From an optimization exercise on the open Yosys and OpenROAD flow, aimed at small area and a short achievable clock period; shortcuts taken in it are not production practice. At most, simulation tests tie the RTL to the original design; equivalence was not proved. Power is estimated from default activity; no workload was simulated. The flow treats the clock pin as an ideal source, which a real chip does not have.

==> inputs of build 9 <==
==> flow/design.v <==
module SPI_RAM(din,clk,rst_n,rx_valid,dout);
input [9:0] din;
input clk,rst_n,rx_valid;
output reg [7:0] dout;
reg [3:0] cnt;            
reg [7:0] wr_addr;
reg wz;                   
reg [7:0] rd_addr;
reg wp;                   
reg [7:0] wdata;
reg [7:0] rm;             
reg [7:0] rs;             
reg wr, wr_n;             
wire [7:0] wd = wdata ^ {8{~cnt[3]}};
wire [3:0] cntm2 = cnt - 4'd2;
wire [7:0] tap [0:31];
genvar r;
generate
    for (r = 0; r < 32; r = r + 1) begin : ring
        reg [63:0] q;     
        wire sel = (wr_addr[7:3] == r);
        wire a = sel & wr;
        wire b = ~sel | wr_n;
        always @(posedge clk)
            q <= {q[55:0], ~((q[63:56] | {8{a}}) & (wd | {8{b}}))};
        assign tap[r] = q[7:0];
    end
endgenerate
wire deliver = rx_valid && rst_n;
wire put = deliver && din[9:8] == 2'b01;
wire wp_nx = put | (wp & ~wr);
wire wr_nx = wp_nx && (cnt[2:0] + 3'd1 == wr_addr[2:0]);
always @(posedge clk)
    cnt <= cnt + 4'd1;
always @(posedge clk) begin
    wp   <= wp_nx;
    wr   <= wr_nx;
    wr_n <= ~wr_nx;
    if (put)
        wdata <= din[7:0];
    if (rx_valid && din[9:8] == 2'b00)
        wr_addr <= din[7:0];
    else if (wz && !wp)
        wr_addr <= 8'd0;
    if (!rst_n)
        wz <= 1'b1;
    else if (rx_valid && din[9:8] == 2'b00)
        wz <= 1'b0;
    if (!rst_n)
        rd_addr <= 8'd0;
    else if (rx_valid && din[9:8] == 2'b10)
        rd_addr <= din[7:0];
    rm <= tap[rd_addr[7:3]];
    if (cntm2[2:0] == rd_addr[2:0])
        rs <= rm ^ {8{cntm2[3]}};
    if (deliver && din[9:8] == 2'b11)
        dout <= rs;
end
endmodule
module SPI_Slave(MOSI,clk,SS_n,tx_data,rst_n,MISO,rx_valid,rx_data);
    input MOSI,clk,SS_n,rst_n;
    input [7:0] tx_data;
    output reg MISO,rx_valid;
    output [9:0] rx_data;
localparam IDLE  = 3'd0;
localparam CHK   = 3'd1;
localparam WRITE = 3'd2;
localparam RDATA = 3'd3;
localparam RADD  = 3'd4;
reg [2:0] cs;
reg [3:0] bit_count;
reg read_ctrl;            
reg is_read_cmd;          
reg flag;                 
reg b0;                   
reg [9:0] sh;             
wire wpath = (cs == WRITE);
assign rx_data = {sh[9:1], wpath ? b0 : sh[0]};
wire cap = rx_valid & rx_data[9] & rx_data[8];
always @(posedge clk)
    sh <= {sh[8:0], MOSI};
always @(posedge clk) begin
    if (!rst_n) begin
        cs          <= IDLE;
        rx_valid    <= 1'b0;
        MISO        <= 1'b0;
        read_ctrl   <= 1'b0;
        is_read_cmd <= 1'b0;
        flag        <= 1'b0;
        b0          <= 1'b0;
    end else begin
        rx_valid <= 1'b0;
        if (rx_valid && wpath)
            b0 <= sh[0];
        if (cap)
            flag <= 1'b1;
        case (cs)
            IDLE: begin
                MISO <= 1'b0;
                if (!SS_n) cs <= CHK;
            end
            CHK: begin
                if (SS_n)
                    cs <= IDLE;
                else begin
                    is_read_cmd <= MOSI;
                    cs <= is_read_cmd ? (read_ctrl ? RDATA : RADD) : WRITE;
                end
            end
            WRITE, RADD: begin
                if (SS_n || bit_count == 4'd10)
                    cs <= IDLE;
                else if (bit_count == 4'd9) begin
                    rx_valid <= 1'b1;
                    if (cs == RADD) read_ctrl <= 1'b1;
                end
            end
            RDATA: begin
                if (SS_n || bit_count == 4'd10)
                    cs <= IDLE;
                else begin
                    MISO <= flag && !bit_count[3] && tx_data[~bit_count[2:0]];
                    if (bit_count == 4'd9) begin
                        read_ctrl <= 1'b0;
                        flag <= 1'b0;
                    end
                end
            end
            default: cs <= IDLE;
        endcase
    end
end
always @(posedge clk) begin
    if (cs == CHK)
        bit_count <= 4'd0;
    else
        bit_count <= bit_count + 4'd1;
end
endmodule
module TopModule(MOSI,clk,SS_n,rst_n,MISO);
    input MOSI,clk,SS_n,rst_n;
    output MISO;
    wire [9:0] rx_data;
    wire rx_valid;
    wire [7:0] tx_data;
    SPI_Slave spi_slave (MOSI,clk,SS_n,tx_data,rst_n,MISO,rx_valid,rx_data);
    SPI_RAM ram(rx_data,clk,rst_n,rx_valid,tx_data);
endmodule
==> flow/flow/run.sh <==
#!/bin/bash
# The standard layout (standard.sh), with the clock tree built from smaller
# sink clusters and without dummy loads. make's output goes to make.log; each
# ORFS step keeps its own log under orfs/logs/.
set -euo pipefail
export CTS_ARGS="-sink_clustering_enable -repair_clock_nets -dont_use_dummy_load -buf_list {sky130_fd_sc_hd__clkbuf_16 sky130_fd_sc_hd__clkbuf_8 sky130_fd_sc_hd__clkbuf_4} -root_buf sky130_fd_sc_hd__clkbuf_16 -sink_clustering_buffer sky130_fd_sc_hd__clkbuf_16 -sink_buffer_max_cap_derate 1.0 -sink_clustering_size 30 -sink_clustering_max_diameter 80"
bash standard.sh finish > make.log 2>&1
==> flow/standard.sh <==
#!/bin/bash
# synth_recipe.tcl (not shown) runs the flow's synth.tcl, then flattens the netlist and writes it again
# the make line also repeats each setting of config.mk as NAME=value (left out here)
make -C /OpenROAD-flow-scripts/flow DESIGN_CONFIG=/design/flow/config.mk WORK_HOME=/design/flow/orfs CLKGATE_MAP_FILE= SYNTH_SCRIPT=/design/flow/synth_recipe.tcl "${@:-finish}"
==> flow/config.mk <==
export PLATFORM = sky130hd
export DESIGN_NAME = TopModule
export DESIGN_NICKNAME = TopModule
export VERILOG_FILES = /design/flow/design.v
export SDC_FILE = /design/flow/constraint.sdc
export NUM_CORES = 8
export LEC_CHECK = 0
export CAP_MARGIN = 30
export CORE_MARGIN = 2
export CORE_UTILIZATION = 40
export SETUP_SLACK_MARGIN = 4.5
export SLEW_MARGIN = 20
==> flow/constraint.sdc <==
create_clock -name core_clock -period 7.0 [get_ports {clk}]
set_input_delay 1.4000 -clock core_clock [delete_from_list [all_inputs] [get_ports {clk}]]
set_output_delay 1.4000 -clock core_clock [all_outputs]
set_load 0.01 [all_outputs]
==> build 24: changes against build 9 <==
==> flow/design.v, changed modules only <==
module SPI_RAM(din,clk,rst_n,rx_valid,dout);
input [9:0] din;
input clk,rst_n,rx_valid;
output reg [7:0] dout;
reg [3:0] cnt;            
reg [7:0] wr_addr;
reg wz;                   
reg [7:0] rd_addr;
reg wp;                   
reg wpz;                  
reg [7:0] wdata;
reg [7:0] rs;             
reg wr, wr_n;             
wire [7:0] wt = wpz ? 8'd0 : wr_addr;
wire [7:0] wd = wdata ^ {8{~cnt[3]}};
wire [3:0] cntm1 = cnt - 4'd1;
wire [7:0] tap [0:31];
genvar r;
generate
    for (r = 0; r < 32; r = r + 1) begin : ring
        reg [63:0] q;     
        wire sel = (wt[7:3] == r);
        wire a = sel & wr;
        wire b = ~sel | wr_n;
        always @(posedge clk)
            q <= {q[55:0], ~((q[63:56] | {8{a}}) & (wd | {8{b}}))};
        assign tap[r] = q[7:0];
    end
endgenerate
wire deliver = rx_valid && rst_n;
wire put = deliver && din[9:8] == 2'b01;
wire wp_nx = put | (wp & ~wr);
wire wpz_nx = put ? wz : wpz;
wire [2:0] wt_nx = wpz_nx ? 3'd0 : wr_addr[2:0];
wire wr_nx = wp_nx && (cnt[2:0] + 3'd1 == wt_nx);
always @(posedge clk)
    cnt <= cnt + 4'd1;
always @(posedge clk) begin
    wp   <= wp_nx;
    wpz  <= wpz_nx;
    wr   <= wr_nx;
    wr_n <= ~wr_nx;
    if (put)
        wdata <= din[7:0];
    if (rx_valid && din[9:8] == 2'b00)
        wr_addr <= din[7:0];
    if (!rst_n)
        wz <= 1'b1;
    else if (rx_valid && din[9:8] == 2'b00)
        wz <= 1'b0;
    if (!rst_n)
        rd_addr <= 8'd0;
    else if (rx_valid && din[9:8] == 2'b10)
        rd_addr <= din[7:0];
    if (cntm1[2:0] == rd_addr[2:0])
        rs <= tap[rd_addr[7:3]] ^ {8{cntm1[3]}};
    if (deliver && din[9:8] == 2'b11)
        dout <= rs;
end
endmodule
==> flow/run.sh (new file) <==
#!/bin/bash
# synth_recipe.tcl (not shown) runs the flow's synth.tcl, then flattens the netlist and writes it again
# the make line also repeats each setting of config.mk as NAME=value (left out here)
make -C /OpenROAD-flow-scripts/flow DESIGN_CONFIG=/design/flow/config.mk WORK_HOME=/design/flow/orfs CLKGATE_MAP_FILE= SYNTH_SCRIPT=/design/flow/synth_recipe.tcl finish
Settings changed: CTS_BUF_LIST from default to sky130_fd_sc_hd__clkbuf_16 sky130_fd_sc_hd__clkbuf_8 sky130_fd_sc_hd__clkbuf_4, CTS_CLUSTER_SIZE from default to 30.
removed: flow/flow/run.sh
removed: flow/standard.sh
==> notes <==
- Of build 9 and build 24, build 24 has the higher power (gap 22%, measured against build 24).
- Of build 24 and build 9, build 24 has the higher clock-buffer cell count (gap 185).
- Against build 9, the sequential cell count of build 24 is lower by 7.
- Build 9 passed the timing, DRC and antenna checks. Build 24 ran to the end with no violations.
- Between build 9 and build 24, the lower cell count is in build 9 (gap 5.2%, measured against build 24).
- In build 9 the synthesized cell count is higher than in build 24, by about 0.7%.
- Between build 24 and build 9, the lower cell area is in build 9 (gap 8.5%, measured against build 9).
- Between build 24 and build 9, the lower register-to-register slack is in build 9 (gap 0.05 ns).
Function not checked in build 24: the RTL went through the layout flow alone.

-- what the ideal ports hide --
The results above use ideal ports. As a check the final layouts listed here were re-extracted and re-timed, cells and wires unchanged.
Step 1: set_driving_cell puts a clkbuf_16 on clk and a buf_2 on each other input, an assumption about the parent block.
Step 2 adds t to the input delays and takes it off the output delays; t is the mean of the earliest and latest rising clock arrival at the registers after step 1. Input paths then give back, and output paths get back, about the clock's delay inside the block.
Three values: ideal, step 1, step 2; two values: the first two.
run | t (ns) | setup WS [ns] | worst setup path after step 2 | worst register clock-pin slew, ns
build 9 | 0.722 | 4.425 / 4.390 / 3.917 | input to register | 0.12 / 0.12
build 24 | 0.829 | 4.401 / 4.333 / 3.784 | input to register | 0.07 / 0.07
After both steps every run listed still meets setup and hold. For build 24, which loses most, drivers alone change the setup slack by -0.068 ns; drivers and shift together by -0.617 ns.
